From an optimization exercise on the open Yosys and OpenROAD flow, aimed at small area, a short achievable clock period and few clock cycles; shortcuts taken in it are not production practice.
RTL that was checked went through simulation tests only; none was proved equivalent to the original.
For runs 3 and 4, only the layout was checked, not whether the RTL still works.
No activity file was given, so power comes from the tool's default toggle rates.

==> flow/design.v <==
module proc (
   imem_addr, dmem_addr, dmem_wdata, dmem_we, halted,
   clk, rst, imem_data, dmem_rdata
   );
   input clk;
   input rst;
   input [15:0] imem_data;
   input [15:0] dmem_rdata;
   output [15:0] imem_addr;
   output [15:0] dmem_addr;
   output [15:0] dmem_wdata;
   output dmem_we;
   output halted;
   reg [15:0] ir;       
   reg        v;        
   reg        hf;       
   reg [15:0] pcn;      
   reg [15:0] ra;       
   reg [15:0] rb;       
   reg [15:0] rw;       
   reg        sub;      
   reg [15:0] r0, r1, r2, r3, r4, r5, r6, r7;
   wire [4:0] op = ir[15:11];
   wire [2:0] rs = ir[10:8];
   wire [2:0] rt = ir[7:5];
   wire [2:0] rd = ir[4:2];
   wire is_halt  = (op == 5'b00000);
   wire is_j     = (op[4:2] == 3'b001);                    
   wire is_link  = (op[4:1] == 4'b0011);                   
   wire is_br    = (op[4:2] == 3'b011);
   wire is_alui  = (op[4:2] == 3'b010);                    
   wire is_shi   = (op[4:2] == 3'b101);                    
   wire is_st    = (op == 5'b10000);
   wire is_ld    = (op == 5'b10001);
   wire is_slbi  = (op == 5'b10010);
   wire is_stu   = (op == 5'b10011);
   wire is_lbi   = (op == 5'b11000);
   wire is_btr   = (op == 5'b11001);
   wire is_shr   = (op == 5'b11010);
   wire is_arr   = (op == 5'b11011);
   wire is_set   = (op[4:2] == 3'b111);
   wire [15:0] p = ra ^ rb;
   wire [15:0] g = ra & rb;
   wire [15:0] g1, p1, g2, p2, g3, p3, g4, p4;
   genvar gi;
   generate for (gi = 0; gi < 16; gi = gi + 1) begin : g_pfx
      if (gi % 2 == 1) begin : l1a
         assign g1[gi] = g[gi] | (p[gi] & g[gi - 1]);
         assign p1[gi] = p[gi] & p[gi - 1];
      end else begin : l1b
         assign g1[gi] = g[gi]; assign p1[gi] = p[gi];
      end
      if (gi % 4 >= 2) begin : l2a
         assign g2[gi] = g1[gi] | (p1[gi] & g1[gi - (gi % 4) + 1]);
         assign p2[gi] = p1[gi] & p1[gi - (gi % 4) + 1];
      end else begin : l2b
         assign g2[gi] = g1[gi]; assign p2[gi] = p1[gi];
      end
      if (gi % 8 >= 4) begin : l3a
         assign g3[gi] = g2[gi] | (p2[gi] & g2[gi - (gi % 8) + 3]);
         assign p3[gi] = p2[gi] & p2[gi - (gi % 8) + 3];
      end else begin : l3b
         assign g3[gi] = g2[gi]; assign p3[gi] = p2[gi];
      end
      if (gi >= 8) begin : l4a
         assign g4[gi] = g3[gi] | (p3[gi] & g3[7]);
      end else begin : l4b
         assign g4[gi] = g3[gi];
      end
   end endgenerate
   wire [15:0] sum = p ^ {g4[14:0], 1'b0};
   wire cout = g4[15];
   wire eq = &p;                                           
   wire le = (ra[15] ^ rb[15]) ? sum[15] : ra[15];         
   reg set_r;
   always @(*) begin
      case (op[1:0])
        2'b00: set_r = eq;
        2'b01: set_r = le & ~eq;
        2'b10: set_r = le;
        default: set_r = cout;
      endcase
   end
   wire [1:0] shop = is_shi ? op[1:0] : ir[1:0];          
   wire [3:0] amt  = rb[3:0];
   wire left = ~shop[1];
   wire [15:0] arev;
   generate for (gi = 0; gi < 16; gi = gi + 1) begin : g_rev
      assign arev[gi] = ra[15 - gi];
   end endgenerate
   wire [15:0] sx = left ? arev : ra;
   wire [15:0] s1 = amt[0] ? {sx[0], sx[15:1]} : sx;
   wire [15:0] s2 = amt[1] ? {s1[1:0], s1[15:2]} : s1;
   wire [15:0] s3 = amt[2] ? {s2[3:0], s2[15:4]} : s2;
   wire [15:0] s4 = amt[3] ? {s3[7:0], s3[15:8]} : s3;
   wire [15:0] mask = 16'hFFFF >> amt;
   wire [15:0] sm = shop[0] ? (s4 & mask) : s4;
   wire [15:0] smrev;
   generate for (gi = 0; gi < 16; gi = gi + 1) begin : g_rev2
      assign smrev[gi] = sm[15 - gi];
   end endgenerate
   wire [15:0] shift_r = left ? smrev : sm;
   wire lxor = is_alui ? ~op[0] : ~ir[0];
   wire [15:0] logic_r = lxor ? p : (p & ra);
   wire sel_sum = (is_alui & ~op[1]) | is_stu | (is_arr & ~ir[1]);
   wire sel_log = (is_alui & op[1]) | (is_arr & ir[1]);
   wire sel_sh  = is_shi | is_shr;
   wire [15:0] wdata = ({16{sel_sum}} & (sum ^ {16{sub}}))
                     | ({16{sel_log}} & logic_r)
                     | ({16{sel_sh}}  & shift_r)
                     | {15'h0000, is_set & set_r}
                     | ({16{is_btr}}  & arev)
                     | ({16{is_slbi}} & {ra[7:0], ir[7:0]})
                     | ({16{is_lbi}}  & {{8{ir[7]}}, ir[7:0]})
                     | ({16{is_ld}}   & dmem_rdata)
                     | ({16{is_link}} & pcn);
   wire act = v & ~hf;
   wire wen = act & (is_alui | is_shi | is_ld | is_slbi | is_stu | op[4:3] == 2'b11 | is_link);
   reg [2:0] wsel;
   always @(*) begin
      if (is_link) wsel = 3'd7;
      else if (is_alui | is_shi | is_ld) wsel = rt;
      else if (is_stu | is_slbi | is_lbi) wsel = rs;
      else wsel = rd;
   end
   wire [15:0] wd = rst ? 16'h0000 : wdata;
   wire [7:0] wdec = 8'b1 << wsel;
   wire [7:0] we = {8{rst}} | ({8{wen}} & wdec);
   always @(posedge clk) begin
      if (we[0]) r0 <= wd;
      if (we[1]) r1 <= wd;
      if (we[2]) r2 <= wd;
      if (we[3]) r3 <= wd;
      if (we[4]) r4 <= wd;
      if (we[5]) r5 <= wd;
      if (we[6]) r6 <= wd;
      if (we[7]) r7 <= wd;
   end
   assign dmem_addr  = sum;
   assign dmem_wdata = rw;
   assign dmem_we    = act & (is_st | is_stu);
   wire wz = ~|rw;
   reg bcond;
   always @(*) begin
      case (op[1:0])
        2'b00: bcond = wz;
        2'b01: bcond = ~wz;
        2'b10: bcond = rw[15];
        default: bcond = ~rw[15];
      endcase
   end
   wire take = v & (is_j | (is_br & bcond));
   assign imem_addr = take ? sum : pcn;
   wire [15:0] pcn_next = imem_addr + 16'd2;
   wire [15:0] fi = imem_data;
   wire [4:0] fop = fi[15:11];
   wire f_br  = (fop[4:2] == 3'b011);
   wire f_pc  = f_br | (fop[4:2] == 3'b001 && !fop[0]);    
   wire [2:0] fa = fi[10:8];
   wire [2:0] fb = f_br ? fi[10:8] : fi[7:5];
   wire [7:0] fa1 = 8'b1 << fa;
   wire [7:0] fb1 = 8'b1 << fb;
   wire [15:0] rda = ({16{fa1[0]}} & r0) | ({16{fa1[1]}} & r1) | ({16{fa1[2]}} & r2) | ({16{fa1[3]}} & r3)
                   | ({16{fa1[4]}} & r4) | ({16{fa1[5]}} & r5) | ({16{fa1[6]}} & r6) | ({16{fa1[7]}} & r7);
   wire [15:0] rdb = ({16{fb1[0]}} & r0) | ({16{fb1[1]}} & r1) | ({16{fb1[2]}} & r2) | ({16{fb1[3]}} & r3)
                   | ({16{fb1[4]}} & r4) | ({16{fb1[5]}} & r5) | ({16{fb1[6]}} & r6) | ({16{fb1[7]}} & r7);
   wire fwa = wen & (wsel == fa);
   wire fwb = wen & (wsel == fb);
   wire [15:0] opa = fwa ? wdata : rda;
   wire [15:0] opb = fwb ? wdata : rdb;
   wire f_sub = (fop == 5'b01001) | (fop == 5'b11011 && fi[1:0] == 2'b01)
              | (fop[4:2] == 3'b111 && fop[1:0] != 2'b11);
   reg [15:0] fimm;
   always @(*) begin
      if (fop[4:2] == 3'b001) fimm = fop[0] ? {8'h00, fi[7:0]} : {{5{fi[10]}}, fi[10:0]};
      else if (f_br) fimm = {{8{fi[7]}}, fi[7:0]};
      else fimm = {{11{fi[4]}}, fi[4:0]};
   end
   wire [15:0] fb_val = (fop[4] & fop[3]) ? opb : fimm;
   always @(posedge clk) begin
      ir  <= fi;
      ra  <= f_pc ? pcn_next : opa;
      rb  <= fb_val ^ {16{f_sub}};
      rw  <= opb;
      sub <= f_sub;
   end
   always @(posedge clk) begin
      if (rst) begin
         v   <= 1'b0;
         hf  <= 1'b0;
         pcn <= 16'h0000;
      end else begin
         v   <= 1'b1;
         hf  <= hf | (v & is_halt);
         pcn <= pcn_next;
      end
   end
   assign halted = hf | (v & is_halt);
endmodule
==> flow/flow/run.sh <==
#!/bin/bash
# The standard layout (the standard.sh: standard synthesis, ORFS floorplan to finish)
# with these changes:
#  - repair_timing aims at a larger setup slack (SETUP_SLACK_MARGIN) at the design's
#    unchanged clock period;
#  - every input and output port still gets its own buffer, a plain buf_2 instead of
#    the delay cell (clkdlybuf4s50_1) that buffer_ports picks by default;
#  - clock tree synthesis as ORFS runs it, without dummy loads.
set -euo pipefail
bash standard.sh SETUP_SLACK_MARGIN=7 ADDER_MAP_FILE= \
  "BUFFER_PORTS_ARGS=-buffer_cell sky130_fd_sc_hd__buf_2" \
  "CTS_ARGS=-sink_clustering_enable -repair_clock_nets -dont_use_dummy_load" \
  finish > flow_make.log 2>&1
==> flow/standard.sh <==
#!/bin/bash
# synth_recipe.tcl (not shown) runs the flow's synth.tcl, then flattens the netlist and writes it again
# the make line also repeats each setting of config.mk as NAME=value (left out here)
make -C /OpenROAD-flow-scripts/flow DESIGN_CONFIG=/design/flow/config.mk WORK_HOME=/design/flow/orfs CLKGATE_MAP_FILE= SYNTH_SCRIPT=/design/flow/synth_recipe.tcl "${@:-finish}"
==> flow/config.mk <==
export PLATFORM = sky130hd
export DESIGN_NAME = proc
export DESIGN_NICKNAME = proc
export VERILOG_FILES = /design/flow/design.v
export SDC_FILE = /design/flow/constraint.sdc
export NUM_CORES = 4
export LEC_CHECK = 0
export ABC_AREA = 1
export CAP_MARGIN = 20
export CORE_MARGIN = 2
export CORE_UTILIZATION = 40
export PLACE_DENSITY = 0.6
export SLEW_MARGIN = 20
export TNS_END_PERCENT = 0
==> flow/constraint.sdc <==
create_clock -name core_clock -period 12.0 [get_ports {clk}]
set_input_delay 2.4000 -clock core_clock [delete_from_list [all_inputs] [get_ports {clk}]]
set_output_delay 2.4000 -clock core_clock [all_outputs]
set_load 0.01 [all_outputs]
==> results.py, run 1 <==
metrics = {
    "run_status": {
        "status": "complete, no violations",
    },
    "timing": {
        "finalCritPeriodShare": 0.4110,
        "grt_setup_unrepaired": "true",
        "setup_viol": 0,
        "fin_skew_ns": 0.04503,
        "fin_ws_ns": 7.067,
        "final-max-slew-violation-count": 0,
        "fmax_mhz": 202.7,
        "tightest_slew_ns": 1.104,
        "slew_headroom": 0.2625,
        "finalCriticalPeriod_ns": 4.933,
        "fin_setup_tns_ns": 0,
        "hold_viol": 0,
    },
    "flow_run": {
        "maxCapViolations": 0,
    },
    "clock_tree": {
        "insertion_delay_ns": 0.54,
        "clockRootBuffer": "clkbuf_16",
        "clock_sinks": 211,
        "clock_path_buffers": 3,
        "clkTransAtPathRegs_ns": 0.06,
        "htreeDepth": 1,
        "cts_tree": "yes",
        "cts_buffers": 25,
        "hold_buffers": 0,
    },
    "synthesis": {
        "synth_edf_count": 128,
        "syn_avg_cell_area_um2": 7.461,
        "synthCells": 1752,
        "synthArstFlopShare": 0,
        "synthFlopType": "edfxtp_1",
        "ys_ff_latch": 211,
        "seq_area_frac_synth": 0.4211,
        "synth_nets": 1786,
        "synth_warnings": 1,
        "syn_area_um2": 13070,
        "synth.distinct_cells": 63,
    },
    "detailed_routing": {
        "drt_pass1_iterations": 6,
        "wire_per_inst_um": 23.21,
        "routed-via-count": 13250,
        "post-route-drc-count": 0,
        "drt_iter0_drc": 1590,
        "viasPerCell": 5.808,
        "drt_wl_total_um": 52930,
        "ant_nets": 0,
    },
    "finish": {
        "multi_input_area_um2": 6619,
        "final_cell_mix": "491 x nand2_1, 254 x nand3_1, 188 x inv_1",
        "fillers": 3338,
        "final_common_cell": "nand2_1",
        "syn_to_final_growth_pct": 14.27,
        "drive_gt1_frac": 0.1610,
        "finalNonFillerCells": 2281,
        "nets": 1875,
        "seq_area_um2": 5535,
        "utilization": 0.4615,
        "antenna_cells": 0,
    },
    "floorplan": {
        "io_pins": 84,
        "initial_utilization": 0.4038,
        "fp.coreArea_um2": 32370,
        "die_area_um2": 34140,
        "die_h_um": 184.8,
        "die_w_um": 184.8,
        "rows": 66,
    },
    "critical_path": {
        "cp_max_fo": 11,
        "crit_path_end_kind": "output pin",
        "cp_data_required_time_ns": 9.60,
        "worst_ep_arrival_time_ns": 2.53,
        "critPathLaunchType": "flip-flop",
        "worstSetupPathType": "flip-flop to output pin",
    },
    "pwr": {
        "peakVddDrop_mv": 0.1163,
        "powerDensity_nw_per_um2": 156.3,
        "leakage_nw": 6.629,
    },
    "worst_hold_path": {
        "hp-class": "flip-flop to flip-flop",
    },
    "global_route": {
        "gr-total-overflow": 0,
        "grt_start_max_net_pins": 36,
        "antenna_found_initial": 0,
        "grt_pass1_vias": 12080,
        "grt_pass1_wl_um": 77110,
        "grt_usage": 0.3051,
    },
    "place": {
        "dp.cells": 2233,
        "place_congestion": 0.9739,
        "place_hpwl_um": 39590,
        "port_buffers": 83,
        "pre_cts_slack_ns": 6.631,
    },
}
[kinds of logic after synthesis]
group,Yosys count,synth area share
AOI/OAI and AO/OA,277,0.1457
DFF,211,0.4211
xor gates and xnor gates,15,0.01062
and+or+nand+nor,966,0.3340
buffers and inverters,283,0.08853
[flip-flops by register name, indices dropped and copies added (netlist names)]
register	flops
hf	1
r7	16
rw	16
v	1
r5	16
r3	16
rb	16
r1	16
sub	1
pcn	16
ir	16
r2	16
ra	16
r0	16
r4	16
r6	16
[worst max-delay path, cell delays in order, from the launching register on]
cell and delay (ns):
dfxtp_1 0.35, nor2_1 0.13, nand2_2 0.11, nor2_1 0.13, nand3_1 0.14, nand2_1 0.09
nand2_1 0.08, nand3_4 0.13, nand2_4 0.17, o21ai_2 0.44, buf_2 0.22
[area by class of cell]
class / instances / area share
sequential: 211 / 0.3705
multi-input combinational: 1259 / 0.4431
clock buffer: 25 / 0.04188
inverter: 220 / 0.05696
tap: 442 / 0.03702
timing repair buffer: 123 / 0.05017
timing repair inverter: 1 / 0.0003350
[cell usage after synthesis, types with 22 or more instances]
| master | instances | area, um2 |
|---|---|---|
| nand2_2 | 22 | 137.6 |
| nand2_1 | 498 | 1869 |
| a22oi_1 | 36 | 270.3 |
| nor2_1 | 101 | 379.1 |
| nand4_1 | 24 | 150.1 |
| inv_2 | 23 | 86.33 |
| edfxtp_1 | 128 | 3844 |
| clkbuf_1 | 27 | 101.4 |
| nand3_1 | 257 | 1286 |
| o21ai_0 | 66 | 330.3 |
| a21oi_1 | 45 | 225.2 |
| a221oi_1 | 26 | 227.7 |
| inv_1 | 191 | 716.9 |
| buf_2 | 22 | 110.1 |
| dfxtp_1 | 83 | 1662 |
[metal layers]
layer  vias to the layer above  global-route usage  share of wire  wire [um]
met4                         0              0.1289          0.049       2583
met5                         -                   0              0          0
met3                       133             0.03539          0.072       3806
met2                       679              0.5203           0.47      25070
li1                       6153                   -              -          -
met1                      6284              0.3920           0.41      21470
[worst paths after layout]
kind,from,to,slack (ns),depth (start not counted)
max reg2reg,ir[12],ra[10],7.87,10
min reg2reg,hf,hf,0.48,2
min,hf,hf,0.48,2
max,rw[8],imem_addr[1],7.07,10
[power by group]
| group | internal, mW | switching [mW] |
|---|---|---|
| Sequential | 0.868 | 0.0753 |
| Clock | 0.362 | 0.276 |
| Combinational | 0.225 | 0.527 |
[repair_timing]
item,4_1_cts,5_1_grt
setup endpoints to repair,30,14
gates resized for setup,35,35
gates cloned,2,1
setup buffers,10,9
pin swaps,2,4
[metrics by stage]
step	hold WS, ns	total power [mW]	area, um2
2_1_floorplan	0.4507	1.385	13070
3_3_place_gp	0.4646	1.646	13880
3_5_place_dp	0.4732	1.648	13890
4_1_cts	0.4816	2.304	14720
5_1_grt	0.5111	2.440	14940
6_report	0.4809	2.335	14940
Testbench counts, summed over its fixed seeds: cycles 36,069.
==> run 2, diff against run 1 <==
--- a/flow/flow/run.sh
+++ b/flow/flow/run.sh
@@ -7,7 +7,7 @@
 #    the delay cell (clkdlybuf4s50_1) that buffer_ports picks by default;
 #  - clock tree synthesis as ORFS runs it, without dummy loads.
 set -euo pipefail
-bash standard.sh SETUP_SLACK_MARGIN=7 ADDER_MAP_FILE= \
+bash standard.sh SETUP_SLACK_MARGIN=7.5 ADDER_MAP_FILE= \
   "BUFFER_PORTS_ARGS=-buffer_cell sky130_fd_sc_hd__buf_2" \
   "CTS_ARGS=-sink_clustering_enable -repair_clock_nets -dont_use_dummy_load" \
   finish > flow_make.log 2>&1
==> results.py, run 2 <==
metrics = {
    "run_status": {
        "status": "complete, no violations",
    },
    "clock_tree": {
        "cts_tree": "yes",
        "insertion_delay_ns": 0.54,
        "cts_buffers": 25,
        "clkTransAtPathRegs_ns": 0.06,
        "htreeDepth": 1,
        "hold_buffers": 0,
        "clock_sinks": 211,
        "clock_path_buffers": 3,
        "clockRootBuffer": "clkbuf_16",
    },
    "finish": {
        "antenna_cells": 0,
        "final_cell_mix": "467 x nand2_1, 250 x nand3_1, 182 x inv_1",
        "drive_gt1_frac": 0.1995,
        "fillers": 3290,
        "finalNonFillerCells": 2297,
        "final_common_cell": "nand2_1",
        "multi_input_area_um2": 6889,
        "nets": 1891,
        "seq_area_um2": 5558,
        "syn_to_final_growth_pct": 17.88,
        "utilization": 0.4760,
    },
    "critical_path": {
        "worstSetupPathType": "flip-flop to output pin",
        "path_delay_family": "simple AND/OR/NAND/NOR gates",
        "cp_max_fo": 7,
        "crit_buf_inv": 4,
        "slowest_stage": "dfxtp_4",
        "timing.critical_path.slowest_cell_delay_ns": 0.39,
        "cp_data_required_time_ns": 9.60,
        "critical_path.cell_chain": "xor2_2 > nand2_2 > inv_1 > a21oi_4 > nand2_8 > nand2_4 > nand2_1 > nand2_2 > nand2_4 > buf_4 > inv_1 > buf_2",
        "crit_path_end_kind": "output pin",
        "critPathLaunchType": "flip-flop",
        "worst_ep_arrival_time_ns": 2.36,
    },
    "pwr": {
        "pwr-share-comb": 0.340,
        "p_switching_mw": 0.9129,
        "powerDensity_nw_per_um2": 156.0,
        "seqPwrFrac": 0.394,
        "internal-power_mw": 1.491,
        "leakage_nw": 6.807,
        "swShare": 0.3798,
        "peakVddDrop_mv": 0.1177,
        "clkPwrFrac": 0.266,
    },
    "global_route": {
        "grt_pass1_wl_um": 78600,
        "grt_usage": 0.3109,
        "gr-total-overflow": 0,
        "grt_start_max_net_pins": 36,
        "antenna_found_initial": 0,
        "grt_pass1_vias": 12440,
    },
    "timing": {
        "final-max-slew-violation-count": 0,
        "fin_skew_ns": 0.04338,
        "hold_viol": 0,
        "tightest_slew_ns": 1.159,
        "fin_ws_ns": 7.240,
        "holdWs_ns": 0.4802,
        "setup_viol": 0,
        "grt_setup_unrepaired": "true",
        "slew_headroom": 0.2192,
        "finalCriticalPeriod_ns": 4.760,
        "fin_setup_tns_ns": 0,
        "fmax_mhz": 210.1,
        "finalCritPeriodShare": 0.3966,
    },
    "synthesis": {
        "synth_warnings": 1,
        "syn_area_um2": 13070,
        "synthCells": 1752,
        "synth_edf_count": 128,
        "synth_nets": 1786,
        "synth.most_common_cell": "nand2_1",
        "yosys-top-cells-area": "edfxtp_1 29%, nand2_1 14%, dfxtp_1 13%",
        "synthFlopType": "edfxtp_1",
        "synthArstFlopShare": 0,
        "synth.distinct_cells": 63,
        "post-synth-top-area-cell": "edfxtp_1",
        "ys_ff_latch": 211,
        "syn_avg_cell_area_um2": 7.461,
        "synthTopCellsByCount": "498 x nand2_1, 257 x nand3_1, 191 x inv_1",
        "synth_top_area_share": 0.2940,
        "seq_area_frac_synth": 0.4211,
    },
    "floorplan": {
        "io_pins": 84,
        "initial_utilization": 0.4038,
        "rows": 66,
        "fp.coreArea_um2": 32370,
        "die_area_um2": 34140,
        "die_h_um": 184.8,
        "die_w_um": 184.8,
    },
    "detailed_routing": {
        "ant_nets": 0,
        "wire_per_inst_um": 23.29,
        "viasPerCell": 5.811,
        "drt_pass1_iterations": 6,
        "post-route-drc-count": 0,
        "routed-via-count": 13350,
        "drt_wl_total_um": 53510,
        "drt_iter0_drc": 1607,
    },
    "place": {
        "dp.cells": 2233,
        "place_congestion": 0.9739,
        "port_buffers": 83,
        "place_hpwl_um": 39590,
        "pre_cts_slack_ns": 6.631,
    },
    "worst_hold_path": {
        "hp-class": "flip-flop to flip-flop",
    },
    "flow_run": {
        "maxCapViolations": 0,
    },
}
[run 2: logic make-up (layout without fill, tap and decap cells)]
kind of cell / after synthesis / count (layout) / synth area share
AO/OA/AOI/OAI: 277 / 277 / 0.1457
XOR/XNOR: 15 / 15 / 0.01062
buffers and inverters: 283 / 385 / 0.08853
flip-flops: 211 / 211 / 0.4211
AND/OR/NAND/NOR: 966 / 967 / 0.3340
[run 2: power by group through the flow]
stage / Sequential (mW) / Clock, mW / Combinational [mW]
final: 0.948 / 0.640 / 0.816
after global placement: 0.955 / 0 / 0.691
after global routing: 0.954 / 0.672 / 0.884
after CTS: 0.942 / 0.649 / 0.773
after detailed placement: 0.955 / 0 / 0.694
after floorplan: 0.923 / 0 / 0.462
[run 2: path summary, 6_finish.rpt]
check / depth (start not counted) / endpoint / slack, ns / from
worst max-delay path: 12 / dmem_addr[10] / 7.24 / ra[7]
worst min-delay path: 2 / hf / 0.48 / hf
worst max register to register: 11 / ra[10] / 7.94 / ir[14]
worst min register to register: 2 / hf / 0.48 / hf
[run 2: timing repair]
item | 4_1_cts | 5_1_grt
setup endpoints to repair | 48 | 48
cloned | 4 | 0
pin swaps | 30 | 21
setup buffers | 31 | 3
hold endpoints to repair | 0 | 0
resized for setup | 121 | 45
[run 2: final cells by class]
class / instances / area share
Multi-Input combinational cell: 1259 / 0.4471
Sequential cell: 211 / 0.3607
Timing Repair Buffer: 138 / 0.05943
Inverter: 220 / 0.05562
Clock buffer: 25 / 0.04060
Tap cell: 442 / 0.03589
Timing Repair inverter: 2 / 0.0007308
[run 2: metal layers]
layer,global-route usage,share of wire
met1,0.3954,0.40
met2,0.5175,0.46
met3,0.03421,0.074
met4,0.1717,0.063
met5,0,0
[run 2: through the flow]
step	instance area, um2	total power, mW
6_report	15410	2.404
3_5_place_dp	13890	1.648
5_1_grt	15410	2.510
3_3_place_gp	13880	1.646
2_1_floorplan	13070	1.385
4_1_cts	15190	2.364
[run 2: worst reg2reg max path, stage by stage (launching register included)]
cell	delay (ns)
dfxtp_1	0.40
inv_1	0.20
nand2_1	0.09
nor3_2	0.81
inv_2	0.31
nand3_1	0.15
o21a_1	0.31
inv_1	0.14
nor3_1	0.23
nand4_1	0.58
o21ai_0	0.58
nand2_1	0.13
==> run 3, diff against run 2 <==
--- a/flow/design.v
+++ b/flow/design.v
@@ -157,7 +157,7 @@
    wire f_br  = (fop[4:2] == 3'b011);
    wire f_pc  = f_br | (fop[4:2] == 3'b001 && !fop[0]);    
    wire [2:0] fa = fi[10:8];
-   wire [2:0] fb = f_br ? fi[10:8] : fi[7:5];
+   wire [2:0] fb = fi[7:5];
    wire [7:0] fa1 = 8'b1 << fa;
    wire [7:0] fb1 = 8'b1 << fb;
    wire [15:0] rda = ({16{fa1[0]}} & r0) | ({16{fa1[1]}} & r1) | ({16{fa1[2]}} & r2) | ({16{fa1[3]}} & r3)
@@ -181,7 +181,7 @@
       ir  <= fi;
       ra  <= f_pc ? pcn_next : opa;
       rb  <= fb_val ^ {16{f_sub}};
-      rw  <= opb;
+      rw  <= f_br ? opa : opb;
       sub <= f_sub;
    end
    always @(posedge clk) begin
==> results.py, run 3 <==
metrics = {
    "critical_path": {
        "worst_ep_arrival_time_ns": 2.37,
        "critPathLaunchType": "flip-flop",
        "path_delay_family": "simple AND/OR/NAND/NOR gates",
        "cp_data_required_time_ns": 9.60,
        "cp_max_fo": 4,
        "crit_path_end_kind": "output pin",
        "crit_buf_inv": 5,
        "worstSetupPathType": "flip-flop to output pin",
        "worstSetupPathDepth": 12,
        "timing.critical_path.slowest_cell_delay_ns": 0.37,
        "reg2regPathDepth": 38,
        "critical_path.cell_chain": "inv_2 > nand2_1 > nand2_2 > inv_1 > nor2_4 > nand2_4 > inv_2 > nand3_4 > nand3b_1 > buf_4 > nand2_2 > buf_6",
        "slowest_stage": "dfxtp_4",
    },
    "detailed_routing": {
        "drt_iter0_drc": 1774,
        "routed-via-count": 14170,
        "viasPerCell": 5.982,
        "post-route-drc-count": 0,
        "drt_wl_total_um": 55330,
        "ant_nets": 0,
        "wire_per_inst_um": 23.36,
        "drt_pass1_iterations": 7,
    },
    "floorplan": {
        "rows": 65,
        "die_h_um": 183.3,
        "io_pins": 84,
        "initial_utilization": 0.4065,
        "die_w_um": 183.3,
        "die_area_um2": 33600,
        "fp.coreArea_um2": 31640,
    },
    "synthesis": {
        "yosys-top-cells-area": "edfxtp_1 30%, nand2_1 17%, dfxtp_1 13%",
        "post-synth-top-area-cell": "edfxtp_1",
        "synth_warnings": 1,
        "synth.distinct_cells": 52,
        "synthArstFlopShare": 0,
        "synth.most_common_cell": "nand2_1",
        "syn_avg_cell_area_um2": 7.197,
        "syn_area_um2": 12860,
        "ys_ff_latch": 211,
        "seq_area_frac_synth": 0.4281,
        "synthFlopType": "edfxtp_1",
        "synthCells": 1787,
        "synth_top_area_share": 0.2989,
        "synth_edf_count": 128,
        "synthTopCellsByCount": "590 x nand2_1, 307 x nand3_1, 165 x inv_1",
        "synth_nets": 1821,
    },
    "pwr": {
        "clkPwrFrac": 0.253,
        "powerDensity_nw_per_um2": 156.2,
        "internal-power_mw": 1.577,
        "pwr-share-comb": 0.374,
        "peakVddDrop_mv": 0.1143,
        "p_switching_mw": 0.9405,
        "total_power_mw": 2.517,
        "seqPwrFrac": 0.372,
        "swShare": 0.3736,
        "leakage_nw": 7.236,
    },
    "finish": {
        "syn_to_final_growth_pct": 25.30,
        "final_common_cell": "nand2_1",
        "nets": 2003,
        "drive_gt1_frac": 0.2334,
        "antenna_cells": 0,
        "final_cell_mix": "537 x nand2_1, 293 x nand3_1, 147 x inv_1",
        "fillers": 3046,
    },
    "global_route": {
        "grt_pass1_vias": 13360,
        "grt_start_max_net_pins": 34,
        "grt_usage": 0.3225,
        "grt_pass1_wl_um": 81560,
        "gr-total-overflow": 0,
        "antenna_found_initial": 2,
    },
    "flow_run": {
        "maxCapViolations": 0,
    },
    "place": {
        "port_buffers": 83,
        "place_hpwl_um": 38330,
        "pre_cts_slack_ns": 6.688,
        "place_congestion": 1.035,
    },
    "worst_hold_path": {
        "hp-class": "flip-flop to flip-flop",
        "holdPathStages": 2,
    },
    "clock_tree": {
        "cts_tree": "yes",
        "clock_sinks": 211,
        "clock_path_buffers": 3,
        "clockRootBuffer": "clkbuf_16",
        "cts_buffers": 25,
        "insertion_delay_ns": 0.54,
        "clkTransAtPathRegs_ns": 0.05,
        "hold_buffers": 0,
        "htreeDepth": 1,
    },
    "timing": {
        "fin_setup_tns_ns": 0,
        "fin_skew_ns": 0.04358,
        "final-max-slew-violation-count": 0,
        "slew_headroom": 0.2668,
        "fmax_mhz": 209.5,
        "grt_setup_unrepaired": "true",
        "tightest_slew_ns": 1.088,
        "finalCriticalPeriod_ns": 4.774,
        "setup_viol": 0,
        "fin_ws_ns": 7.226,
        "holdWs_ns": 0.4986,
        "hold_viol": 0,
        "finalCritPeriodShare": 0.3978,
    },
    "run_status": {
        "status": "complete, no violations",
    },
}
[run 3: final cells by class]
type | count | area, um2 | share of cell area
Timing Repair Buffer | 221 | 1600 | 0.09930
Clock buffer | 25 | 625.6 | 0.03882
Sequential cell | 211 | 5557 | 0.3448
Tap cell | 402 | 503.0 | 0.03121
Timing Repair inverter | 2 | 10.01 | 0.0006211
Multi-Input combinational cell | 1331 | 7128 | 0.4423
Inverter | 177 | 691.9 | 0.04293
[run 3: path summary, 6_finish.rpt]
path | from | end | slack, ns
max | ra[9] | dmem_addr[15] | 7.23
min | hf | hf | 0.50
max reg2reg | ra[9] | ra[0] | 7.30
min reg2reg | hf | hf | 0.50
[run 3: cells by family (layout without fill, tap and decap cells)]
| kind of cell | Yosys count | in the layout | synth area share |
|---|---|---|---|
| AOI/OAI and AO/OA | 248 | 248 | 0.1279 |
| xor gates and xnor gates | 14 | 14 | 0.009534 |
| DFF | 211 | 211 | 0.4281 |
| adders and majority gates | 1 | 1 | 0.0007783 |
| and+or+nand+nor | 1067 | 1068 | 0.3588 |
| buffers and inverters | 246 | 425 | 0.07491 |
[run 3: per-layer routing]
layer	GRT usage	share of wire	vias to the layer above
li1	-	-	6467
met1	0.4049	0.39	6667
met2	0.5508	0.46	835
met3	0.05123	0.093	203
met4	0.1376	0.056	0
met5	0	0	-
[run 3: repair_timing]
| action | CTS | global route |
|---|---|---|
| gates cloned | 5 | 0 |
| setup endpoints to repair | 40 | 77 |
| pin swaps | 25 | 43 |
| buffers inserted | 96 | 9 |
| resized for setup | 126 | 113 |
[run 3: worst reg2reg max path: cells and delay by family, from the launching register on]
| kind | cells | cell delay [ns] |
|---|---|---|
| buf+inv | 23 | 2.73 |
| simple gates | 12 | 1.08 |
| compound gates | 3 | 0.42 |
| flops | 1 | 0.39 |
[run 3: power by group through the flow]
stage / clock [mW] / sequential, mW / combinational [mW]
2_1_floorplan: 0 / 0.919 / 0.433
3_3_place_gp: 0 / 0.942 / 0.661
3_5_place_dp: 0 / 0.943 / 0.663
4_1_cts: 0.648 / 0.930 / 0.831
5_1_grt: 0.674 / 0.943 / 1.01
6_report: 0.638 / 0.937 / 0.942
[run 3: stage by stage]
step                        util  cells  instance area, um2
after global placement    0.4358   2234               13790
after global routing      0.5094   2369               16120
after floorplan                -   1787               12860
after detailed placement  0.4358   2234               13790
after CTS                 0.4936   2360               15620
final                     0.5094   2369               16120
==> run 4, diff against run 3 <==
--- a/flow/flow/run.sh
+++ b/flow/flow/run.sh
@@ -7,7 +7,7 @@
 #    the delay cell (clkdlybuf4s50_1) that buffer_ports picks by default;
 #  - clock tree synthesis as ORFS runs it, without dummy loads.
 set -euo pipefail
-bash standard.sh SETUP_SLACK_MARGIN=7.5 ADDER_MAP_FILE= \
+bash standard.sh SETUP_SLACK_MARGIN=7 ADDER_MAP_FILE= \
   "BUFFER_PORTS_ARGS=-buffer_cell sky130_fd_sc_hd__buf_2" \
   "CTS_ARGS=-sink_clustering_enable -repair_clock_nets -dont_use_dummy_load" \
   finish > flow_make.log 2>&1
==> results.py, run 4 <==
metrics = {
    "global_route": {
        "antenna_found_initial": 0,
        "grt_pass1_vias": 12540,
        "grt_usage": 0.3045,
        "grt_pass1_wl_um": 76940,
        "grt_start_max_net_pins": 34,
        "gr-total-overflow": 0,
    },
    "detailed_routing": {
        "drt_pass1_iterations": 6,
        "ant_nets": 0,
        "viasPerCell": 5.969,
        "drt_wl_total_um": 52750,
        "routed-via-count": 13660,
        "wire_per_inst_um": 23.04,
        "drt_iter0_drc": 1666,
        "post-route-drc-count": 0,
    },
    "place": {
        "postPlaceCellArea_um2": 13790,
        "port_buffers": 83,
        "dp.cells": 2234,
        "place_congestion": 1.035,
        "place_hpwl_um": 38330,
    },
    "finish": {
        "final_common_cell": "nand2_1",
        "finalNonFillerCells": 2289,
        "drive_gt1_frac": 0.1574,
        "antenna_cells": 0,
        "nets": 1923,
        "syn_to_final_growth_pct": 16.96,
        "final_cell_mix": "571 x nand2_1, 300 x nand3_1, 157 x inv_1",
        "design_area_um2": 15040,
    },
    "clock_tree": {
        "cts_tree": "yes",
        "hold_buffers": 0,
        "insertion_delay_ns": 0.54,
        "htreeDepth": 1,
        "clkTransAtPathRegs_ns": 0.06,
        "cts_buffers": 25,
        "clockRootBuffer": "clkbuf_16",
        "clock_sinks": 211,
        "clock_path_buffers": 3,
    },
    "synthesis": {
        "synth_nets": 1821,
        "synthArstFlopShare": 0,
        "synth_warnings": 1,
        "synthTopCellsByCount": "590 x nand2_1, 307 x nand3_1, 165 x inv_1",
        "synth_edf_count": 128,
        "ys_ff_latch": 211,
        "syn_avg_cell_area_um2": 7.197,
        "syn_area_um2": 12860,
        "synth.most_common_cell": "nand2_1",
        "synthCells": 1787,
        "synth.distinct_cells": 52,
        "synthFlopType": "edfxtp_1",
        "seq_area_frac_synth": 0.4281,
        "post-synth-top-area-cell": "edfxtp_1",
        "synth_top_area_share": 0.2989,
        "yosys-top-cells-area": "edfxtp_1 30%, nand2_1 17%, dfxtp_1 13%",
    },
    "critical_path": {
        "critPathLaunchType": "flip-flop",
        "worstSetupPathType": "flip-flop to output pin",
        "timing.critical_path.slowest_cell_delay_ns": 0.40,
        "reg2regPathDepth": 12,
        "cp_data_required_time_ns": 9.60,
        "cp_common_cell": "nand2_1",
        "slowest_stage": "dfxtp_4",
        "worst_ep_arrival_time_ns": 2.54,
        "cp_max_fo": 7,
        "crit_path_end_kind": "output pin",
        "critical_path.cell_chain": "inv_1 > nand2_1 > nand2_1 > a21boi_2 > nor2_2 > nor2_4 > nand2_8 > nand2_4 > nand2_1 > nand2_1 > nand2_2 > o21ai_4 > buf_6",
        "rrSetupSlack_ns": 8.16,
    },
    "timing": {
        "setup_viol": 0,
        "hold_viol": 0,
        "finalCritPeriodShare": 0.4113,
        "fin_skew_ns": 0.05210,
        "grt_setup_unrepaired": "true",
        "final-max-slew-violation-count": 0,
        "tightest_slew_ns": 1.060,
        "fin_setup_tns_ns": 0,
        "fmax_mhz": 202.6,
        "finalCriticalPeriod_ns": 4.935,
        "slew_headroom": 0.2928,
    },
    "floorplan": {
        "io_pins": 84,
        "fp.coreArea_um2": 31640,
        "die_w_um": 183.3,
        "initial_utilization": 0.4065,
        "rows": 65,
        "die_area_um2": 33600,
        "die_h_um": 183.3,
    },
    "worst_hold_path": {
        "holdPathStages": 2,
        "hp-class": "flip-flop to flip-flop",
    },
    "pwr": {
        "leakage_nw": 6.716,
        "peakVddDrop_mv": 0.1141,
        "powerDensity_nw_per_um2": 154.5,
    },
    "flow_run": {
        "maxCapViolations": 0,
    },
    "run_status": {
        "status": "complete, no violations",
    },
}
[run 4: metrics by stage]
stage	hold WS [ns]	utilization	setup WS, ns	power [mW]
3_3_place_gp	0.4889	0.4358	6.762	1.602
2_1_floorplan	0.4551	-	7.784	1.352
4_1_cts	0.5033	0.4600	6.934	2.256
6_report	0.4998	0.4755	7.065	2.323
5_1_grt	0.5252	0.4755	6.959	2.431
3_5_place_dp	0.4955	0.4358	6.688	1.606
[run 4: area by class of cell]
type	instances	area (um2)
Clock buffer	25	625.6
Fill cell	3155	16590
Inverter	177	691.9
Multi-Input combinational cell	1331	6785
Sequential cell	211	5524
Tap cell	402	503.0
Timing Repair Buffer	141	902.1
Timing Repair inverter	2	10.01
[run 4: worst paths after layout]
kind / endpoint / from
setup / recovery: imem_addr[10] / ra[5]
hold / removal: hf / hf
setup reg to reg: r4[12] / ir[12]
hold reg to reg: hf / hf
[run 4: power by group]
part	leakage (nW)	switching [mW]	internal, mW
sequential	2.02	0.0692	0.865
clock	0.308	0.276	0.362
combinational	4.39	0.520	0.231
total	6.72	0.865	1.46
[run 4: worst max-delay path, delay by kind of cell, from the launching register on]
kind,cells,cell delay [ns]
and+or+nand+nor,9,0.94
DFF,1,0.40
AOI/OAI and AO/OA,2,0.47
buffers and inverters,2,0.20
[run 4: what timing repair did]
| item | in CTS | in global routing |
|---|---|---|
| gates resized for setup | 34 | 78 |
| gates cloned | 2 | 2 |
| pin swaps | 1 | 18 |
| setup buffers | 4 | 22 |
| endpoints found under the setup margin | 29 | 20 |
[run 4: logic make-up after synthesis]
family	after synthesis	synth area share
buffers and inverters	246	0.07491
XOR/XNOR	14	0.009534
flip-flops	211	0.4281
adder cells (fa/ha/maj)	1	0.0007783
AO/OA/AOI/OAI	248	0.1279
AND/OR/NAND/NOR	1067	0.3588
[run 4: routing by layer]
metal,GRT usage,vias up,routed length (um)
li1,-,6301,-
met1,0.3928,6470,21170
met2,0.5221,755,24890
met3,0.03733,136,4298
met4,0.1168,0,2383
met5,0,-,0
==> run 5, diff against run 4 <==
--- a/flow/design.v
+++ b/flow/design.v
@@ -157,7 +157,7 @@
    wire f_br  = (fop[4:2] == 3'b011);
    wire f_pc  = f_br | (fop[4:2] == 3'b001 && !fop[0]);    
    wire [2:0] fa = fi[10:8];
-   wire [2:0] fb = fi[7:5];
+   wire [2:0] fb = f_br ? fi[10:8] : fi[7:5];
    wire [7:0] fa1 = 8'b1 << fa;
    wire [7:0] fb1 = 8'b1 << fb;
    wire [15:0] rda = ({16{fa1[0]}} & r0) | ({16{fa1[1]}} & r1) | ({16{fa1[2]}} & r2) | ({16{fa1[3]}} & r3)
@@ -181,7 +181,7 @@
       ir  <= fi;
       ra  <= f_pc ? pcn_next : opa;
       rb  <= fb_val ^ {16{f_sub}};
-      rw  <= f_br ? opa : opb;
+      rw  <= opb;
       sub <= f_sub;
    end
    always @(posedge clk) begin
--- a/flow/flow/run.sh
+++ b/flow/flow/run.sh
@@ -7,7 +7,7 @@
 #    the delay cell (clkdlybuf4s50_1) that buffer_ports picks by default;
 #  - clock tree synthesis as ORFS runs it, without dummy loads.
 set -euo pipefail
-bash standard.sh SETUP_SLACK_MARGIN=7 ADDER_MAP_FILE= \
+bash standard.sh SETUP_SLACK_MARGIN=7.5 ADDER_MAP_FILE= \
   "BUFFER_PORTS_ARGS=-buffer_cell sky130_fd_sc_hd__buf_2" \
-  "CTS_ARGS=-sink_clustering_enable -repair_clock_nets -dont_use_dummy_load" \
+  "CTS_ARGS=-sink_clustering_enable -repair_clock_nets -dont_use_dummy_load -buf_list sky130_fd_sc_hd__clkbuf_8" \
   finish > flow_make.log 2>&1
==> results.py, run 5 <==
metrics = {
    "synthesis": {
        "synth-simple-area-share": 0.3340,
        "synthArstFlopShare": 0,
        "synth_edf_count": 128,
        "muxShareOfSynthArea": 0,
        "yosys-top-cells-area": "edfxtp_1 29%, nand2_1 14%, dfxtp_1 13%",
        "synth_compound_area_frac": 0.1457,
        "synth_top_area_share": 0.2940,
        "syn_area_um2": 13070,
        "synth_top_family_by_area": "simple AND/OR/NAND/NOR gates",
        "synthFlopType": "edfxtp_1",
        "ys_ff_latch": 211,
        "synthTopCellsByCount": "498 x nand2_1, 257 x nand3_1, 191 x inv_1",
        "synth_adder_area_share": 0,
        "synthCells": 1752,
        "synth_nets": 1786,
        "synth.distinct_cells": 63,
        "synth_xor_area_frac": 0.01062,
        "synth_warnings": 1,
        "synth.most_common_cell": "nand2_1",
        "syn_avg_cell_area_um2": 7.461,
        "post-synth-top-area-cell": "edfxtp_1",
        "seq_area_frac_synth": 0.4211,
    },
    "pwr": {
        "powerDensity_nw_per_um2": 151.1,
        "peakVddDrop_mv": 0.09177,
        "seqPwrFrac": 0.409,
        "internal-power_mw": 1.410,
        "p_switching_mw": 0.9061,
        "leakage_nw": 6.789,
        "swShare": 0.3913,
        "clkPwrFrac": 0.238,
        "pwr-share-comb": 0.353,
        "total_power_mw": 2.316,
    },
    "global_route": {
        "grt_usage": 0.3116,
        "met2_usage": 0.5249,
        "grt_start_max_net_pins": 36,
        "use_met1": 0.3942,
        "antenna_found_initial": 0,
        "grtUsageMet3": 0.03716,
        "grt_pass1_vias": 12540,
        "grt_pass1_wl_um": 78560,
        "gr-total-overflow": 0,
        "grt-busiest-layer": "met2",
    },
    "clock_tree": {
        "insertion_delay_ns": 0.55,
        "clock_sinks": 211,
        "htreeDepth": 2,
        "clockRootBuffer": "clkbuf_8",
        "clock_path_buffers": 3,
        "cts_tree": "yes",
        "clkTransAtPathRegs_ns": 0.06,
        "cts_buffers": 38,
    },
    "detailed_routing": {
        "routed-via-count": 13390,
        "viasPerCell": 5.786,
        "drt_iter0_drc": 1541,
        "post-route-drc-count": 0,
        "wire_per_inst_um": 23.12,
        "drt_pass1_iterations": 6,
        "drt_wl_total_um": 53500,
        "ant_nets": 0,
    },
    "timing": {
        "final-max-slew-violation-count": 0,
        "setup_viol": 0,
        "fin_skew_ns": 0.07137,
        "holdWs_ns": 0.4794,
        "grt_setup_unrepaired": "true",
        "fin_setup_tns_ns": 0,
        "hold_viol": 0,
        "fmax_mhz": 210.9,
        "finalCritPeriodShare": 0.3952,
        "finalCriticalPeriod_ns": 4.742,
        "tightest_slew_ns": 1.089,
        "slew_headroom": 0.2665,
    },
    "critical_path": {
        "critPathLaunchType": "flip-flop",
        "slowest_stage": "dfxtp_4",
        "path_delay_family": "simple AND/OR/NAND/NOR gates",
        "worstSetupPathType": "flip-flop to output pin",
        "worstSetupPathDepth": 11,
        "crit_buf_inv": 2,
        "cp_data_required_time_ns": 9.60,
        "worst_ep_arrival_time_ns": 2.34,
        "cp_max_fo": 7,
        "crit_path_end_kind": "output pin",
        "timing.critical_path.slowest_cell_delay_ns": 0.40,
        "cp_common_cell": "nand2_1",
        "reg2regPathDepth": 10,
        "critical_path.cell_chain": "xor2_2 > nand2_2 > inv_2 > a21oi_4 > nand2_8 > nand2_1 > nand2_1 > nand2_1 > nand2_2 > a21boi_2 > buf_2",
    },
    "finish": {
        "nets": 1908,
        "syn_to_final_growth_pct": 17.26,
        "final_cell_mix": "464 x nand2_1, 249 x nand3_1, 180 x inv_1",
        "drive_gt1_frac": 0.2115,
        "utilization": 0.4735,
        "finalNonFillerCells": 2314,
        "final_common_cell": "nand2_1",
        "fillers": 3311,
        "antenna_cells": 0,
        "multi_input_area_um2": 6878,
        "seq_area_um2": 5560,
    },
    "floorplan": {
        "die_area_um2": 34140,
        "fp.coreArea_um2": 32370,
        "rows": 66,
        "initial_utilization": 0.4038,
        "io_pins": 84,
        "die_h_um": 184.8,
        "die_w_um": 184.8,
    },
    "flow_run": {
        "maxCapViolations": 0,
    },
    "place": {
        "dp.cells": 2233,
        "place_hpwl_um": 39590,
        "place_congestion": 0.9739,
        "port_buffers": 83,
    },
    "worst_hold_path": {
        "hp-class": "flip-flop to flip-flop",
        "holdPathStages": 2,
    },
    "run_status": {
        "status": "complete, no violations",
    },
}
run 5: worst min-delay path, stage by stage (launching register included):
cell and delay, ns:
dfxtp_1 0.31, inv_1 0.06, a21oi_1 0.06
run 5: stage by stage:
| stage | setup WS [ns] | cell area, um2 |
|---|---|---|
| floorplan | 7.834 | 13070 |
| global placement | 6.695 | 13880 |
| detailed placement | 6.631 | 13890 |
| CTS | 7.226 | 15130 |
| global route | 7.175 | 15330 |
| finish | 7.258 | 15330 |
run 5: area by class of cell:
| class | count | share of cell area |
|---|---|---|
| repair buffers | 142 | 0.06146 |
| multi-input cells | 1259 | 0.4487 |
| well taps | 442 | 0.03608 |
| repair inverters | 2 | 0.0007346 |
| inverters | 220 | 0.05616 |
| clock buffers | 38 | 0.03412 |
| flip-flops and latches | 211 | 0.3627 |
run 5: worst paths after layout:
| path | from | to | slack, ns |
|---|---|---|---|
| worst max-delay path | ra[7] | imem_addr[14] | 7.26 |
| worst min-delay path | hf | hf | 0.48 |
| worst max register to register | ir[13] | ra[10] | 7.98 |
| worst min register to register | hf | hf | 0.48 |
run 5: cells by family after synthesis:
kind of cell / count (synthesis)
AOI/OAI and AO/OA: 277
buffers and inverters: 283
xor gates and xnor gates: 15
DFF: 211
and+or+nand+nor: 966
run 5: per-layer routing:
| layer | part of all wire | wire, um |
|---|---|---|
| met2 | 0.47 | 24970 |
| met5 | 0 | 0 |
| met1 | 0.41 | 21790 |
| met3 | 0.069 | 3702 |
| met4 | 0.057 | 3036 |
run 5: power groups by stage:
stage / Clock [mW] / Combinational (mW) / Sequential, mW
after floorplan: 0 / 0.462 / 0.923
after global placement: 0 / 0.691 / 0.955
after detailed placement: 0 / 0.694 / 0.955
after CTS: 0.558 / 0.776 / 0.943
after global routing: 0.587 / 0.884 / 0.953
final: 0.551 / 0.817 / 0.948
run 5: what timing repair did:
item                                    in CTS  in global routing
hold buffers                                 0                  0
cloned                                       4                  0
endpoints found under the setup margin      48                 48
gates resized for setup                    126                 45
endpoints found under the hold margin        0                  0
buffers inserted                            34                  4
pin swaps                                   30                 22
Testbench counts of run 5, summed over its fixed seeds: cycles 36,069.
==> run 6, diff against run 5 <==
==> flow/flow/run.sh (replaced) <==
#!/bin/bash
# The standard layout (the standard.sh: standard synthesis, ORFS floorplan to finish)
# with these changes, all passed to ORFS as make variables:
#  - ADDER_MAP_FILE is empty, so synthesis skips ORFS's adder step (extract_fa and the
#    mapping of adders to the ha/fa cells) and ABC maps the adders as plain logic;
#    the registers are those of the standard synthesis;
#  - repair_timing aims at a larger setup slack (SETUP_SLACK_MARGIN) at the design's
#    unchanged clock period;
#  - every input and output port still gets its own buffer, a plain buf_2 instead of
#    the delay cell (clkdlybuf4s50_1) that buffer_ports picks by default;
#  - clock tree synthesis as ORFS runs it, with clkbuf_8 and without dummy loads.
# make's output goes to flow_make.log; each ORFS step writes its own log under orfs/logs.
set -euo pipefail
bash standard.sh SETUP_SLACK_MARGIN=7.5 ADDER_MAP_FILE= \
  "BUFFER_PORTS_ARGS=-buffer_cell sky130_fd_sc_hd__buf_2" \
  "CTS_ARGS=-sink_clustering_enable -repair_clock_nets -dont_use_dummy_load -buf_list sky130_fd_sc_hd__clkbuf_8" \
  finish > flow_make.log 2>&1
==> results.py, run 6 <==
metrics = {
    "synthesis": {
        "syn_avg_cell_area_um2": 7.461,
        "synth_adder_area_share": 0,
        "post-synth-top-area-cell": "edfxtp_1",
        "seq_area_frac_synth": 0.4211,
        "synth_compound_area_frac": 0.1457,
        "synthCells": 1752,
        "yosys-top-cells-area": "edfxtp_1 29%, nand2_1 14%, dfxtp_1 13%",
        "synth_top_area_share": 0.2940,
        "synthFlopType": "edfxtp_1",
        "synth_xor_area_frac": 0.01062,
        "synth_nets": 1786,
        "synth-simple-area-share": 0.3340,
        "synthTopCellsByCount": "498 x nand2_1, 257 x nand3_1, 191 x inv_1",
        "synthArstFlopShare": 0,
        "ys_ff_latch": 211,
        "synth_warnings": 1,
        "synth.most_common_cell": "nand2_1",
        "synth_edf_count": 128,
        "synth.distinct_cells": 63,
        "muxShareOfSynthArea": 0,
        "synth_top_family_by_area": "simple AND/OR/NAND/NOR gates",
        "syn_area_um2": 13070,
    },
    "pwr": {
        "leakage_nw": 6.789,
        "powerDensity_nw_per_um2": 151.1,
        "peakVddDrop_mv": 0.09177,
        "total_power_mw": 2.316,
    },
    "critical_path": {
        "timing.critical_path.slowest_cell_delay_ns": 0.40,
        "worst_ep_arrival_time_ns": 2.34,
        "cp_max_fo": 7,
        "worstSetupPathType": "flip-flop to output pin",
        "crit_path_end_kind": "output pin",
        "critPathLaunchType": "flip-flop",
        "cp_common_cell": "nand2_1",
        "cp_data_required_time_ns": 9.60,
        "reg2regPathDepth": 10,
        "critical_path.cell_chain": "xor2_2 > nand2_2 > inv_2 > a21oi_4 > nand2_8 > nand2_1 > nand2_1 > nand2_1 > nand2_2 > a21boi_2 > buf_2",
        "slowest_stage": "dfxtp_4",
    },
    "finish": {
        "finalNonFillerCells": 2314,
        "utilization": 0.4735,
        "final_common_cell": "nand2_1",
        "syn_to_final_growth_pct": 17.26,
        "drive_gt1_frac": 0.2115,
        "nets": 1908,
        "antenna_cells": 0,
        "final_cell_mix": "464 x nand2_1, 249 x nand3_1, 180 x inv_1",
    },
    "place": {
        "place_congestion": 0.9739,
        "dp.cells": 2233,
        "port_buffers": 83,
        "place_hpwl_um": 39590,
        "pre_cts_slack_ns": 6.631,
    },
    "floorplan": {
        "die_w_um": 184.8,
        "die_h_um": 184.8,
        "rows": 66,
        "initial_utilization": 0.4038,
        "die_area_um2": 34140,
        "fp.coreArea_um2": 32370,
        "io_pins": 84,
    },
    "detailed_routing": {
        "drt_iter0_drc": 1541,
        "ant_nets": 0,
        "drt_wl_total_um": 53500,
        "viasPerCell": 5.786,
        "routed-via-count": 13390,
        "post-route-drc-count": 0,
        "wire_per_inst_um": 23.12,
        "drt_pass1_iterations": 6,
    },
    "clock_tree": {
        "clock_path_buffers": 3,
        "clkTransAtPathRegs_ns": 0.06,
        "insertion_delay_ns": 0.55,
        "cts_tree": "yes",
        "cts_buffers": 38,
        "htreeDepth": 2,
        "clockRootBuffer": "clkbuf_8",
        "clock_sinks": 211,
    },
    "timing": {
        "fmax_mhz": 210.9,
        "finalCriticalPeriod_ns": 4.742,
        "finalCritPeriodShare": 0.3952,
        "grt_setup_unrepaired": "true",
        "slew_headroom": 0.2665,
        "setup_viol": 0,
        "final-max-slew-violation-count": 0,
        "fin_setup_tns_ns": 0,
        "fin_skew_ns": 0.07137,
        "hold_viol": 0,
        "fin_ws_ns": 7.258,
        "tightest_slew_ns": 1.089,
    },
    "global_route": {
        "grt_start_max_net_pins": 36,
        "use_met1": 0.3942,
        "grt_pass1_vias": 12540,
        "antenna_found_initial": 0,
        "gr-total-overflow": 0,
        "grtUsageMet3": 0.03716,
        "grt-busiest-layer": "met2",
        "met2_usage": 0.5249,
        "grt_usage": 0.3116,
        "grt_pass1_wl_um": 78560,
    },
    "flow_run": {
        "maxCapViolations": 0,
    },
    "worst_hold_path": {
        "holdPathStages": 2,
        "hp-class": "flip-flop to flip-flop",
    },
    "run_status": {
        "status": "complete, no violations",
    },
}
run 6: per-stage QoR:
stage / hold WS [ns] / area (um2)
floorplan: 0.4507 / 13070
global placement: 0.4646 / 13880
detailed placement: 0.4732 / 13890
CTS: 0.4804 / 15130
global route: 0.5096 / 15330
finish: 0.4794 / 15330
run 6: layer usage:
metal,part of all wire,up-vias
met4,0.057,0
met1,0.41,6308
li1,-,6218
met2,0.47,717
met3,0.069,146
met5,0,-
run 6: cells by family (layout without fill, tap and decap cells):
group,after synthesis,count (layout)
and+or+nand+nor,966,967
xor gates and xnor gates,15,15
AOI/OAI and AO/OA,277,277
buffers and inverters,283,402
DFF,211,211
run 6: worst paths after layout:
path           from             to  slack, ns
max           ra[7]  imem_addr[14]       7.26
min              hf             hf       0.48
max reg2reg  ir[13]         ra[10]       7.98
min reg2reg      hf             hf       0.48
run 6: power by group:
part	switching [mW]	internal (mW)	leakage, nW
clock	0.272	0.279	0.273
sequential	0.0771	0.871	2.02
combinational	0.557	0.260	4.50
total	0.906	1.41	6.79
run 6: layout make-up:
cell class | count | area (um2)
Sequential cell | 211 | 5560
Timing Repair Buffer | 142 | 942.2
Clock buffer | 38 | 523.0
Multi-Input combinational cell | 1259 | 6878
Fill cell | 3311 | 17040
Inverter | 220 | 860.8
Timing Repair inverter | 2 | 11.26
Tap cell | 442 | 553.0
run 6: critical path: cells and delay by family, from the launching register on:
kind                   cells  cell delay (ns)
AO/OA/AOI/OAI              2             0.44
XOR/XNOR                   1             0.19
buffers and inverters      2             0.21
flip-flops                 1             0.40
AND/OR/NAND/NOR            6             0.58
run 6: timing repair:
action,CTS,global route
cloned,4,0
hold buffers,0,0
pin swaps,30,22
endpoints found under the setup margin,48,48
gates resized for setup,126,45
buffers inserted,34,4
==> run 7, diff against run 6 <==
--- a/flow/config.mk
+++ b/flow/config.mk
@@ -9,6 +9,6 @@
 export CAP_MARGIN = 20
 export CORE_MARGIN = 2
 export CORE_UTILIZATION = 40
-export PLACE_DENSITY = 0.6
+export PLACE_DENSITY = 0.5
 export SLEW_MARGIN = 20
 export TNS_END_PERCENT = 0
==> results.py, run 7 <==
metrics = {
    "critical_path": {
        "crit_path_end_kind": "output pin",
        "timing.critical_path.slowest_cell_delay_ns": 0.36,
        "cp_common_cell": "nand2_2",
        "worstSetupPathType": "flip-flop to output pin",
        "slowest_stage": "dfxtp_4",
        "path_delay_family": "buffers and inverters",
        "critPathLaunchType": "flip-flop",
        "worst_ep_arrival_time_ns": 2.45,
        "cp_max_fo": 5,
        "critical_path.cell_chain": "inv_4 > nand2_2 > nand2_2 > inv_2 > o21ai_4 > a21oi_4 > nand2_4 > buf_6 > nand2_2 > nand2_2 > inv_1 > o21ai_2 > inv_2 > buf_2",
        "crit_buf_inv": 6,
        "cp_data_required_time_ns": 9.60,
    },
    "synthesis": {
        "synthArstFlopShare": 0,
        "synth_nets": 1786,
        "synth_warnings": 1,
        "ys_ff_latch": 211,
        "synthFlopType": "edfxtp_1",
        "seq_area_frac_synth": 0.4211,
        "synth.most_common_cell": "nand2_1",
        "synth_edf_count": 128,
        "yosys-top-cells-area": "edfxtp_1 29%, nand2_1 14%, dfxtp_1 13%",
        "syn_area_um2": 13070,
        "synthTopCellsByCount": "498 x nand2_1, 257 x nand3_1, 191 x inv_1",
        "synth.distinct_cells": 63,
        "post-synth-top-area-cell": "edfxtp_1",
        "synthCells": 1752,
        "syn_avg_cell_area_um2": 7.461,
        "synth_top_area_share": 0.2940,
    },
    "finish": {
        "multi_input_area_um2": 6949,
        "syn_to_final_growth_pct": 23.23,
        "final_common_cell": "nand2_1",
        "antenna_cells": 0,
        "seq_area_um2": 5572,
        "utilization": 0.4976,
        "final_cell_mix": "450 x nand2_1, 246 x nand3_1, 179 x inv_1",
        "finalNonFillerCells": 2400,
        "design_area_um2": 16110,
        "fillers": 3248,
        "nets": 1994,
        "drive_gt1_frac": 0.2549,
    },
    "clock_tree": {
        "clock_sinks": 211,
        "clockRootBuffer": "clkbuf_8",
        "cts_tree": "yes",
        "hold_buffers": 0,
        "insertion_delay_ns": 0.54,
        "clkTransAtPathRegs_ns": 0.06,
        "cts_buffers": 40,
        "htreeDepth": 2,
        "clock_path_buffers": 3,
    },
    "pwr": {
        "leakage_nw": 7.245,
        "pwr-share-comb": 0.373,
        "swShare": 0.3918,
        "internal-power_mw": 1.479,
        "clkPwrFrac": 0.236,
        "p_switching_mw": 0.9527,
        "powerDensity_nw_per_um2": 150.9,
        "seqPwrFrac": 0.391,
        "peakVddDrop_mv": 0.1075,
        "total_power_mw": 2.432,
    },
    "place": {
        "place_hpwl_um": 41810,
        "postPlaceCellArea_um2": 13960,
        "port_buffers": 83,
        "dp.cells": 2238,
        "place_congestion": 0.9546,
    },
    "timing": {
        "fin_setup_tns_ns": 0,
        "tightest_slew_ns": 1.081,
        "finalCriticalPeriod_ns": 4.852,
        "fin_skew_ns": 0.04408,
        "setup_viol": 0,
        "hold_viol": 0,
        "fmax_mhz": 206.1,
        "final-max-slew-violation-count": 0,
        "grt_setup_unrepaired": "true",
        "slew_headroom": 0.2791,
        "finalCritPeriodShare": 0.4043,
    },
    "detailed_routing": {
        "met3_length_um": 4696,
        "top_layer": "met4",
        "ant_nets": 0,
        "wl_met2_um": 27890,
        "post-route-drc-count": 0,
        "drt_wl_total_um": 59350,
        "routed-via-count": 13980,
        "drt_pass1_iterations": 6,
        "routedLengthMet1_um": 23320,
        "drt_iter0_drc": 1566,
        "viasPerCell": 5.827,
        "wire_per_inst_um": 24.73,
    },
    "floorplan": {
        "die_area_um2": 34140,
        "rows": 66,
        "die_h_um": 184.8,
        "fp.coreArea_um2": 32370,
        "io_pins": 84,
        "initial_utilization": 0.4038,
        "die_w_um": 184.8,
    },
    "global_route": {
        "grt_pass1_vias": 13120,
        "grt_usage": 0.3457,
        "grt_start_max_net_pins": 36,
        "antenna_found_initial": 0,
        "grt_pass1_wl_um": 85420,
        "gr-total-overflow": 0,
    },
    "worst_hold_path": {
        "hp-class": "flip-flop to flip-flop",
    },
    "run_status": {
        "status": "complete, no violations",
    },
    "flow_run": {
        "maxCapViolations": 0,
    },
}
-- run 7: worst paths after layout --
check         from      endpoint  slack, ns  depth (start not counted)
max          ra[5]  imem_addr[8]       7.15                         14
min             hf            hf       0.50                          2
max reg2reg  ra[5]        ra[14]       7.20                         40
min reg2reg     hf            hf       0.50                          2
-- run 7: worst register-to-register path, delay by kind of cell (launching register included) --
| family | cells | cell delay, ns |
|---|---|---|
| AOI/OAI and AO/OA | 3 | 0.42 |
| buffers and inverters | 24 | 2.79 |
| DFF | 1 | 0.37 |
| and+or+nand+nor | 13 | 1.09 |
-- run 7: cell families (layout without fill, tap and decap cells) --
kind of cell | count (synthesis) | count (layout) | synth area share
flops | 211 | 211 | 0.4211
simple gates | 966 | 967 | 0.3340
buf+inv | 283 | 488 | 0.08853
xor+xnor | 15 | 15 | 0.01062
compound gates | 277 | 277 | 0.1457
-- run 7: final cells by class --
class,count,area share
multi-input cells,1259,0.4314
repair buffers,227,0.1007
inverters,220,0.05320
well taps,442,0.03433
flip-flops and latches,211,0.3459
repair inverters,1,0.0003107
clock buffers,40,0.03417
-- run 7: stage by stage --
step / hold WS, ns / setup WS [ns]
after CTS: 0.4862 / 7.218
after global routing: 0.5307 / 7.059
after floorplan: 0.4507 / 7.834
final: 0.4955 / 7.148
after detailed placement: 0.4715 / 6.575
after global placement: 0.4778 / 6.587
-- run 7: per-layer routing --
metal	GRT usage	up-vias
met5	0	-
met4	0.1883	0
met3	0.05840	197
met2	0.5762	761
met1	0.4272	6635
li1	-	6391
-- run 7: power groups by stage --
| stage | logic [mW] | registers [mW] | clock network [mW] |
|---|---|---|---|
| floorplan | 0.462 | 0.923 | 0 |
| global placement | 0.704 | 0.961 | 0 |
| detailed placement | 0.704 | 0.959 | 0 |
| CTS | 0.843 | 0.945 | 0.587 |
| global route | 0.973 | 0.955 | 0.616 |
| finish | 0.908 | 0.950 | 0.573 |
-- run 7: timing repair --
action / CTS / global route
pin swaps: 33 / 29
resized for setup: 133 / 64
cloned: 3 / 0
endpoints found under the hold margin: 0 / 0
setup endpoints to repair: 49 / 75
setup buffers: 105 / 14
==> run 8, diff against run 7 <==
--- a/flow/config.mk
+++ b/flow/config.mk
@@ -8,7 +8,7 @@
 export ABC_AREA = 1
 export CAP_MARGIN = 20
 export CORE_MARGIN = 2
-export CORE_UTILIZATION = 40
-export PLACE_DENSITY = 0.5
+export CORE_UTILIZATION = 45
+export PLACE_DENSITY = 0.65
 export SLEW_MARGIN = 20
 export TNS_END_PERCENT = 0
==> results.py, run 8 <==
metrics = {
    "clock_tree": {
        "hold_buffers": 0,
        "clockRootBuffer": "clkbuf_8",
        "insertion_delay_ns": 0.56,
        "cts_buffers": 37,
        "htreeDepth": 2,
        "clkTransAtPathRegs_ns": 0.05,
    },
    "timing": {
        "fin_setup_tns_ns": 0,
        "fin_skew_ns": 0.08033,
        "finalCriticalPeriod_ns": 4.887,
        "grt_setup_unrepaired": "true",
        "hold_viol": 0,
        "setup_viol": 0,
    },
    "pwr": {
        "internal-power_mw": 1.376,
        "swShare": 0.3909,
        "clkPwrFrac": 0.240,
        "powerDensity_nw_per_um2": 151.2,
        "p_switching_mw": 0.8828,
        "total_power_mw": 2.258,
        "seqPwrFrac": 0.419,
    },
    "global_route": {
        "grt_pass1_wl_um": 78790,
        "grt_start_max_net_pins": 36,
        "antenna_found_initial": 1,
        "grt_pass1_vias": 12770,
    },
    "finish": {
        "seq_area_um2": 5548,
        "final_common_cell": "nand2_1",
        "antenna_cells": 0,
        "multi_input_area_um2": 6719,
        "drive_gt1_frac": 0.1831,
        "final_cell_mix": "485 x nand2_1, 252 x nand3_1, 185 x inv_1",
        "fillers": 2802,
        "nets": 1898,
    },
    "synthesis": {
        "synth.most_common_cell": "nand2_1",
        "synthTopCellsByCount": "498 x nand2_1, 257 x nand3_1, 191 x inv_1",
        "synth_nets": 1786,
        "synth_top_area_share": 0.2940,
        "synthFlopType": "edfxtp_1",
        "synthArstFlopShare": 0,
        "synthCells": 1752,
        "ys_ff_latch": 211,
        "synth.distinct_cells": 63,
        "yosys-top-cells-area": "edfxtp_1 29%, nand2_1 14%, dfxtp_1 13%",
        "seq_area_frac_synth": 0.4211,
        "synth_edf_count": 128,
    },
    "worst_hold_path": {
        "hp-class": "flip-flop to flip-flop",
        "min_from": "hf",
        "holdPathStages": 2,
    },
    "floorplan": {
        "initial_utilization": 0.4567,
        "die_w_um": 174.4,
        "rows": 62,
        "fp.coreArea_um2": 28630,
        "die_area_um2": 30430,
        "io_pins": 84,
    },
    "critical_path": {
        "cp_data_required_time_ns": 9.60,
        "reg2regPathDepth": 10,
        "slowest_stage": "dfxtp_4",
        "critical_path.cell_chain": "xnor2_1 > o21ai_0 > a21oi_4 > nand2_4 > nand2_1 > nand2_1 > nand2_1 > nand2_1 > a21boi_4 > buf_2",
        "r2r_end": "r5[6]",
        "crit_path_end_kind": "output pin",
        "crit_buf_inv": 1,
        "timing.critical_path.slowest_cell_delay_ns": 0.40,
        "cp_common_cell": "nand2_1",
        "reg2reg_from": "ir[15]",
        "critPathLaunchType": "flip-flop",
    },
    "flow_run": {
        "maxCapViolations": 0,
    },
    "detailed_routing": {
        "drt_pass1_iterations": 7,
        "post-route-drc-count": 0,
        "wire_per_inst_um": 23.53,
        "viasPerCell": 6.022,
        "drt_iter0_drc": 1551,
    },
    "run_status": {
        "status": "complete, no violations",
    },
    "place": {
        "place_congestion": 1.003,
    },
}
run 8: cell type report:
type	instances	share of cell area
clock buffer	37	0.03410
inverter	220	0.05680
multi-input combinational	1259	0.4499
sequential	211	0.3715
tap	384	0.03217
timing repair buffer	134	0.05521
timing repair inverter	1	0.0003351
run 8: power groups by stage:
stage	sequential [mW]	clock [mW]	combinational, mW
after floorplan	0.923	0	0.462
after global placement	0.958	0	0.680
after detailed placement	0.958	0	0.684
after CTS	0.939	0.551	0.733
after global routing	0.952	0.580	0.835
final	0.946	0.542	0.770
run 8: worst max-delay path by stage:
stage                        startpoint  cells after the start       endpoint  slack [ns]
after detailed placement          rb[1]                     16  imem_addr[15]        6.70
final                             ra[7]                     10  imem_addr[12]        7.11
after floorplan           imem_data[13]                     16          rb[9]        7.83
after CTS                        rw[10]                     15   imem_addr[0]        7.11
after global placement            rb[1]                     16  imem_addr[15]        6.80
after global routing              rb[1]                     16  imem_addr[15]        7.06
run 8: cell families after synthesis:
logic type | share of synthesized area
buf+inv | 0.08853
simple gates | 0.3340
xor+xnor | 0.01062
flops | 0.4211
compound gates | 0.1457
run 8: worst reg2reg max path, cell delays in order, from the launching register on:
cell,delay [ns]
dfxtp_1,0.65
nand3_4,0.18
o21ai_0,0.81
inv_1,0.23
nand2_1,0.20
nand2_1,0.09
o21ai_0,0.08
nand3_1,0.14
nand2_1,0.08
nand3_1,0.28
a21oi_1,0.62
run 8: routing by layer:
| metal | vias up | routed length [um] | global-route usage | share of wire |
|---|---|---|---|---|
| li1 | 6205 | - | - | - |
| met1 | 6329 | 21070 | 0.4395 | 0.40 |
| met2 | 812 | 24520 | 0.5691 | 0.46 |
| met3 | 179 | 4370 | 0.04834 | 0.083 |
| met4 | 0 | 2887 | 0.1688 | 0.055 |
| met5 | - | 0 | 0 | 0 |
run 8: through the flow:
step / hold WS (ns) / cell area, um2 / instances / utilization
after detailed placement: 0.4940 / 13820 / 2178 / 0.4827
after floorplan: 0.4507 / 13070 / 1752 / -
after global placement: 0.4688 / 13820 / 2178 / 0.4827
after CTS: 0.5019 / 14720 / 2236 / 0.5143
after global routing: 0.5426 / 14930 / 2246 / 0.5217
final: 0.5043 / 14930 / 2246 / 0.5217
run 8: repair_timing:
item	in CTS	in global routing
pin swaps	6	13
resized for setup	68	39
setup buffers	19	9
endpoints found under the setup margin	32	48
gates cloned	2	0
hold endpoints to repair	0	0

Setup slack of run 8, layout unchanged: 7.113 ns with ideal ports, 7.068 ns with driving cells assumed (clock clkbuf_16, inputs buf_2), 6.922 ns with port delays also shifted by the 0.569 ns mid clock arrival.
